Background: an optimization exercise with open tools, aiming at small area, a short achievable clock period and few clock cycles. Do not read the settings as production practice. Only simulation tests tie the RTL to the original design; equivalence was not proved. The flow treats the clock pin as an ideal source, which a real chip does not have. Power is estimated from default activity; no workload was simulated.

Setup of run 1:
==> flow/design.v <==
module Mips_machine (
	input clk,     
	input rst,     
	output [31:0] imem_addr,    
	input  [31:0] imem_rdata,   
	output [31:0] dmem_addr,    
	output [31:0] dmem_wdata,   
	output        dmem_we,      
	input  [31:0] dmem_rdata    
);
reg [31:0] rf [0:31];
reg [31:0] pc;
reg        r_valid;
reg [31:0] ir;
reg        r_pred;    
reg [31:0] r_hs;      
reg [31:0] r_ht;      
reg        x_wen;     
reg        x_lw;
reg        x_sw;
reg        x_br;      
reg        x_bne;
reg        x_pred;
reg [31:0] x_alt;
reg        x_imm;     
reg        x_add;
reg        x_sub;
reg        x_and;
reg        x_or;
reg        x_slt;
reg  [4:0] x_rd;
reg [31:0] x_a;
reg [31:0] x_b;
reg [31:0] x_fa;
reg [31:0] x_fb;
reg [15:0] x_i;
reg        m_wen;
reg        m_lw;
reg        m_sw;
reg  [4:0] m_rd;
reg [31:0] m_res;     
reg [31:0] m_sd;      
wire [31:0] alu = m_res;
wire [31:0] wb  = m_lw ? dmem_rdata : alu;
assign dmem_addr  = m_res;
assign dmem_wdata = m_sd;
assign dmem_we    = m_sw;
always @(posedge clk)
  if (m_wen) rf[m_rd] <= wb;
wire [31:0] a = x_a | x_fa;
wire [31:0] b = x_b | x_fb;
wire [31:0] s_imm = a + {{16{x_i[15]}}, x_i};
wire [31:0] s_add = a + b;
wire [32:0] s_sub = {1'b0, a} - {1'b0, b};
wire [31:0] res = ({32{x_imm}} & s_imm)
                | ({32{x_add}} & s_add)
                | ({32{x_sub}} & s_sub[31:0])
                | ({32{x_and}} & (a & b))
                | ({32{x_or}}  & (a | b))
                | {31'd0, x_slt & s_sub[32]};
wire eq      = a == b;
wire mispred = x_br & ((x_bne ^ eq) != x_pred);
wire  [5:0] op  = ir[31:26];
wire  [4:0] rs  = ir[25:21];
wire  [4:0] rt  = ir[20:16];
wire  [4:0] rd  = ir[15:11];
wire  [5:0] fn  = ir[5:0];
wire is_r    = op == 6'h00;
wire is_addi = op == 6'h08;
wire is_lw   = op == 6'h23;
wire is_sw   = op == 6'h2B;
wire is_br   = op[5:1] == 5'b00010;
wire uses_rt = is_r | is_sw | is_br;
wire [31:0] hs = r_hs;
wire [31:0] ht = r_ht;
reg  [31:0] ra, rb;
integer k;
always @(*) begin
  ra = 32'd0;
  rb = 32'd0;
  for (k = 0; k < 32; k = k + 1) begin
    ra = ra | ({32{hs[k]}} & rf[k]);
    rb = rb | ({32{ht[k]}} & rf[k]);
  end
end
wire [31:0] va = (m_wen && m_rd == rs) ? wb : ra;
wire [31:0] vb = (m_wen && m_rd == rt) ? wb : rb;
wire stall = r_valid & x_lw & ((x_rd == rs) | (uses_rt & (x_rd == rt)));
wire r_go  = r_valid & ~stall & ~mispred;
wire [4:0] r_rd = is_r ? rd : rt;
wire r_fa = x_wen & (x_rd == rs);
wire r_fb = x_wen & (x_rd == rt);
wire [15:0] boff = r_pred ? ~ir[15:0] : ir[15:0];
wire [32:0] asum = {pc, 1'b1} + {{16{boff[15]}}, boff, r_pred};
wire [31:0] ins  = imem_rdata;
wire  [5:0] fop  = ins[31:26];
wire f_j    = fop == 6'h02;
wire f_br   = fop[5:1] == 5'b00010;               
wire f_pred = f_br & (fop[0] ^ (ins[25:21] == ins[20:16]));
wire [31:0] pc1  = pc + 32'd1;
wire [32:0] bsum = {pc, 1'b1} + {{16{ins[15]}}, ins[15:0], 1'b1};
wire [31:0] btgt = bsum[32:1];
wire [31:0] jtgt = {pc1[31:26], ins[25:0]};
assign imem_addr = pc;
always @(posedge clk) begin
  if (!rst) begin
    pc      <= 32'd0;
    r_valid <= 1'b0;
    x_wen   <= 1'b0;
    x_lw    <= 1'b0;
    x_sw    <= 1'b0;
    x_br    <= 1'b0;
    m_wen   <= 1'b0;
    m_lw    <= 1'b0;
    m_sw    <= 1'b0;
  end else begin
    pc      <= mispred ? x_alt : stall ? pc : f_pred ? btgt : f_j ? jtgt : pc1;
    r_valid <= mispred ? 1'b0 : stall ? r_valid : 1'b1;
    x_wen   <= r_go & (is_r | is_addi | is_lw);
    x_lw    <= r_go & is_lw;
    x_sw    <= r_go & is_sw;
    x_br    <= r_go & is_br;
    m_wen   <= x_wen;
    m_lw    <= x_lw;
    m_sw    <= x_sw;
  end
  r_hs   <= 32'd1 << (stall ? rs : ins[25:21]);
  r_ht   <= 32'd1 << (stall ? rt : ins[20:16]);
  if (!stall) begin
    ir     <= ins;
    r_pred <= f_pred;
  end
  x_bne  <= op[0];
  x_pred <= r_pred;
  x_alt  <= asum[32:1];
  x_imm  <= ~is_r;
  x_add  <= is_r & ~fn[1] & ~fn[2];
  x_sub  <= is_r & fn[1] & ~fn[3];
  x_and  <= is_r & ~fn[1] & fn[2] & ~fn[0];
  x_or   <= is_r & ~fn[1] & fn[2] & fn[0];
  x_slt  <= is_r & fn[1] & fn[3];
  x_fa   <= {32{r_fa}} & res;
  x_fb   <= {32{r_fb}} & res;
  x_rd   <= r_rd;
  x_a    <= {32{~r_fa}} & va;
  x_b    <= {32{~r_fb}} & vb;
  x_i    <= ir[15:0];
  m_rd   <= x_rd;
  m_res  <= res;
  m_sd   <= b;
end
endmodule
export LEC_CHECK = 0
export CAP_MARGIN = 20
export CORE_MARGIN = 2
export CORE_UTILIZATION = 35
export CTS_CLUSTER_DIAMETER = 80
export CTS_CLUSTER_SIZE = 25
export PLACE_DENSITY = 0.5
export SETUP_SLACK_MARGIN = 4.5
export SLEW_MARGIN = 20
create_clock -name core_clock -period 8.0 [get_ports {clk}]
standard.sh (not shown) runs the stock make flow with config.mk's settings and CLKGATE_MAP_FILE= SYNTH_SCRIPT=/design/flow/synth_recipe.tcl, a recipe that flattens the netlist after the stock synthesis.
==> flow/flow/run.sh <==
#!/bin/bash
# The standard layout, with two changes:
# - every input and output port is buffered by a sky130_fd_sc_hd__buf_2
#   instead of the buffer the resizer picks by default;
# - after clock tree synthesis and its timing repair, a second timing repair
#   pass runs (flow/post_cts.tcl).
set -euo pipefail
export BUFFER_PORTS_ARGS="-buffer_cell sky130_fd_sc_hd__buf_2"
export POST_CTS_TCL="$(pwd)/flow/post_cts.tcl"
bash standard.sh finish > standard.log 2>&1
==> flow/flow/post_cts.tcl <==
# A second setup/hold repair pass after the one cts.tcl runs, then
# legalize again.
log_cmd estimate_parasitics -placement
repair_timing_helper
set result [catch { detailed_placement } msg]
if { $result != 0 } {
  error "Detailed placement failed after the second repair: $msg"
}
check_placement -verbose
Testbench counts of run 1, summed over its fixed seeds: cycles 58,559.
### run 1 -> run 2
==> flow/flow/run.sh <==
#!/bin/bash
# The standard layout, with every input and output port buffered by a
# sky130_fd_sc_hd__buf_2 instead of the buffer the resizer picks by default.
set -euo pipefail
export BUFFER_PORTS_ARGS="-buffer_cell sky130_fd_sc_hd__buf_2"
bash standard.sh finish > standard.log 2>&1
-- flow/config.mk --
<<< run 1, line 9
export CORE_MARGIN = 2
export CORE_UTILIZATION = 35
export CTS_CLUSTER_DIAMETER = 80
export CTS_CLUSTER_SIZE = 25
export PLACE_DENSITY = 0.5
export SETUP_SLACK_MARGIN = 4.5
>>> run 2, line 9
export CORE_MARGIN = 2
export CORE_UTILIZATION = 50
export CTS_CLUSTER_DIAMETER = 80
export CTS_CLUSTER_SIZE = 25
export PLACE_DENSITY = 0.7
export SETUP_SLACK_MARGIN = 4.5
removed: flow/flow/post_cts.tcl
--- outcome ---
Per the comparison of run 2 with run 1, die width lower, total of clock buffers placed in the layout lower. Run 2 reached the end of the flow, and the finished layout is clean on the timing, design-rule and antenna checks. Run 2 contains more vias than run 1. In the tables for run 1 and run 2, DRC marker count from the first detailed-route iteration reads lower with run 1. Overall power consumption: higher on run 1. Going from run 1 to run 2, met2 track utilization from global routing now larger; count of final hold-check violations stayed essentially flat.
Inputs modified between run 2 and run 3:
==> flow/run.sh (new file) <==
#!/bin/bash
# synth_recipe.tcl (not shown) runs the flow's synth.tcl, then flattens the netlist and writes it again
# the make line also repeats each setting of config.mk as NAME=value (left out here)
make -C /OpenROAD-flow-scripts/flow DESIGN_CONFIG=/design/flow/config.mk WORK_HOME=/design/flow/orfs CLKGATE_MAP_FILE= SYNTH_SCRIPT=/design/flow/synth_recipe.tcl finish
-- flow/config.mk --
<<< run 2, line 9
export CORE_MARGIN = 2
export CORE_UTILIZATION = 50
export CTS_CLUSTER_DIAMETER = 80
export CTS_CLUSTER_SIZE = 25
export PLACE_DENSITY = 0.7
export SETUP_SLACK_MARGIN = 4.5
>>> run 3, line 9
export CORE_MARGIN = 2
export CORE_UTILIZATION = 35
export PLACE_DENSITY = 0.5
export SETUP_SLACK_MARGIN = 4.5
removed: flow/flow/run.sh
removed: flow/standard.sh
Number of logic inverters in the finished layout (run 3 vs. run 2) increases slightly
Overall die width (run 3 / run 2): 1.19
The met3 wire length of run 3 falls short of that of run 2 by about 11%.
Min setup slack across run 3 and run 2: run 3
Via count of the routed design (run 3 over run 2): decrease, about 2%
Fmax in run 3 vs run 2: down 0.45%
According to the power report, total power for run 3 is higher than for run 2.
Comparing run 3 and run 2, the higher routed wire length is on run 3.
Diff run 3..run 2 | number of different library cells in the post-synthesis netlist | unchanged
Changes in run 4 relative to run 3:
==> flow/flow/run.sh (new file) <==
#!/bin/bash
# The standard layout, with every input and output port buffered by a
# sky130_fd_sc_hd__buf_2 instead of the buffer the resizer picks by default.
set -euo pipefail
export BUFFER_PORTS_ARGS="-buffer_cell sky130_fd_sc_hd__buf_2"
bash standard.sh finish > standard.log 2>&1
==> flow/standard.sh (new file) <==
#!/bin/bash
# synth_recipe.tcl (not shown) runs the flow's synth.tcl, then flattens the netlist and writes it again
# the make line also repeats each setting of config.mk as NAME=value (left out here)
make -C /OpenROAD-flow-scripts/flow DESIGN_CONFIG=/design/flow/config.mk WORK_HOME=/design/flow/orfs CLKGATE_MAP_FILE= SYNTH_SCRIPT=/design/flow/synth_recipe.tcl "${@:-finish}"
-- flow/config.mk --
<<< run 3, line 9
export CORE_MARGIN = 2
export CORE_UTILIZATION = 35
export PLACE_DENSITY = 0.5
export SETUP_SLACK_MARGIN = 4.5
>>> run 4, line 9
export CORE_MARGIN = 2
export CORE_UTILIZATION = 55
export CTS_CLUSTER_DIAMETER = 80
export CTS_CLUSTER_SIZE = 25
export PLACE_DENSITY = 0.75
export SETUP_SLACK_MARGIN = 4.5
removed: flow/run.sh
--- outcome ---
- Comparing run 3 and run 4, the higher number of gates resized after cts is on run 3.
- Compared with run 3, run 4 shows a largest net degree at the start of global routing that is 13 lower.
- Run 4 — final wirelength about 13% lower, run 3 as reference
- Run 4 -> run 3: number of multi-input combinational cells in the layout flat
- [compare] base=run 3 new=run 4: post-placement setup slack +0.82 ns; first-iteration DRC count +1,961; setup slack -0.030 ns; clock share of power -11 points; post-route core utilization +19 points.
- Met1 routed wirelength after detailed routing, run 3 and run 4: higher on run 3
diff inputs: run 4 => run 5
==> flow/run.sh (new file) <==
#!/bin/bash
# synth_recipe.tcl (not shown) runs the flow's synth.tcl, then flattens the netlist and writes it again
# the make line also repeats each setting of config.mk as NAME=value (left out here)
make -C /OpenROAD-flow-scripts/flow DESIGN_CONFIG=/design/flow/config.mk WORK_HOME=/design/flow/orfs CLKGATE_MAP_FILE= SYNTH_SCRIPT=/design/flow/synth_recipe.tcl finish
-- flow/config.mk --
<<< run 4, line 9
export CORE_MARGIN = 2
export CORE_UTILIZATION = 55
export CTS_CLUSTER_DIAMETER = 80
export CTS_CLUSTER_SIZE = 25
export PLACE_DENSITY = 0.75
export SETUP_SLACK_MARGIN = 4.5
>>> run 5, line 9
export CORE_MARGIN = 2
export CORE_UTILIZATION = 35
export CTS_CLUSTER_DIAMETER = 80
export CTS_CLUSTER_SIZE = 25
export PLACE_DENSITY = 0.5
export SETUP_SLACK_MARGIN = 4.5
removed: flow/flow/run.sh
removed: flow/standard.sh
Results
Run 5 ended with every stage complete and zero timing, DRC or antenna violations.
Looking at met3 routed wirelength, run 5 sits 15% lower than run 4 does.
Run 5 reports a higher clock network power share than run 4 does.
Total clock buffers created by CTS on run 5 is up relative to run 4.
The run showing the smaller share of the clock period used by the worst path after layout is run 4.

* * *

Setup of the reference run:
// Mips_machine: RTL as listed in full above, without the edits since
clock: 8.0 ns
lec_check: 0
cap_margin: 20
core_margin: 2
core_utilization: 45
cts_cluster_diameter: 80
cts_cluster_size: 25
place_density: 0.65
setup_slack_margin: 4.5
slew_margin: 20
==> flow/flow/run.sh <==
#!/bin/bash
# The standard layout, with every input and output port buffered by a
# sky130_fd_sc_hd__buf_2 instead of the buffer the resizer picks by default.
set -euo pipefail
export BUFFER_PORTS_ARGS="-buffer_cell sky130_fd_sc_hd__buf_2"
bash standard.sh finish > standard.log 2>&1
The reference run: no failed stages, no open violations at the end
Testbench counts of the reference run, summed over its fixed seeds: cycles 58,559.
### the reference run -> the trial run
Settings: PLACE_DENSITY changed from 0.65 to 0.5; CORE_UTILIZATION changed from 45 to 35.
Results
- Of the trial run and the reference run, it is the trial run that has the higher part of the cycle the worst path needs.
- Changes observed in the trial run relative to the reference run: share of power burned in combinational logic now smaller, initial antenna violation count now larger, layout filler cell count now larger.
- Against the reference run, the trial run comes in 0.09 ns higher on highest cell delay on the worst timing path.

* * *

Setup of rev 12:
Another version of the RTL of Mips_machine (not shown whole).
Size in the first run: roughly 5200 cells after synthesis, roughly 160 I/O pins, roughly 63000 um2 of cells after synthesis.
==> flow/config.mk <==
export PLATFORM = sky130hd
export DESIGN_NAME = Mips_machine
export DESIGN_NICKNAME = Mips_machine
export VERILOG_FILES = /design/flow/design.v
export SDC_FILE = /design/flow/constraint.sdc
export NUM_CORES = 4
export LEC_CHECK = 0
export CAP_MARGIN = 20
export CORE_MARGIN = 2
export CORE_UTILIZATION = 35
export CTS_CLUSTER_DIAMETER = 80
export CTS_CLUSTER_SIZE = 30
export PLACE_DENSITY = 0.5
export SETUP_SLACK_MARGIN = 4.5
export SLEW_MARGIN = 20
==> flow/constraint.sdc <==
create_clock -name core_clock -period 8.0 [get_ports {clk}]
set_input_delay 1.6000 -clock core_clock [delete_from_list [all_inputs] [get_ports {clk}]]
set_output_delay 1.6000 -clock core_clock [all_outputs]
set_load 0.01 [all_outputs]
run.sh (not shown) runs the stock make flow with config.mk's settings and CLKGATE_MAP_FILE= SYNTH_SCRIPT=/design/flow/synth_recipe.tcl, a recipe that flattens the netlist after the stock synthesis.
Stock flow here: none of the scripts above is used.
Testbench counts of rev 12, summed over its fixed seeds: cycles 58,559.
For rev 13, these inputs were changed with respect to rev 12:
Settings: CTS_CLUSTER_DIAMETER removed (was 80); CTS_CLUSTER_SIZE removed (was 30).
Last element of the critical path: x_a[9]$_DFF_P_ -> rev 13, x_a[18]$_DFF_P_ -> rev 12
Going from rev 12 to rev 13, clock network fraction of total power grows by 7.4 points.
Wire: rev 13 routes more than rev 12
Rev 13 ended with less layout buffer count excluding clock buffers than rev 12.
Rev 13 ended up with nor3_1 as its cell with the largest stage delay on the worst path; rev 12 ended up with nor2_4.
Cell count: rev 13 higher than rev 12
Design area up 2.5% in rev 13 wrt rev 12

## re-timing with driven ports
Ports are ideal in the flow. The routed layouts listed here were re-timed in OpenROAD. Step 1: set_driving_cell puts a clkbuf_16 on clk and a buf_2 on each other input, an assumption about the parent block. Step 2 times the ports against the registers' clock, not the clock port: input delays grow and output delays shrink by t, the midpoint of the rising clock arrivals with the driver on. Three values: no drivers, after step 1, after step 2; two values: the first two.
| run | t (ns) | setup slack, ns | worst setup path after step 2 |
|---|---|---|---|
| run 1 | 0.859 | 4.488 / 4.488 / 3.839 | input to register |
| run 2 | 0.814 | 4.568 / 4.568 / 3.832 | input to register |
| run 3 | 0.914 | 4.552 / 4.453 / 3.767 | input to register |
| run 4 | 0.766 | 4.523 / 4.519 / 3.753 | input to register |
| run 5 | 0.860 | 4.509 / 4.480 / 3.808 | input to register |
| the reference run | 0.802 | 4.531 / 4.531 / 3.828 | input to register |
| the trial run | 0.861 | 4.497 / 4.497 / 3.831 | input to register |
| rev 12 | 0.842 | 4.346 / 4.346 / 3.602 | input to register |
| rev 13 | 0.908 | 4.408 / 4.408 / 3.700 | input to register |
After both steps every run listed still meets setup and hold. For run 3, which loses most, drivers alone change the setup slack by -0.099 ns; drivers and shift together by -0.785 ns.
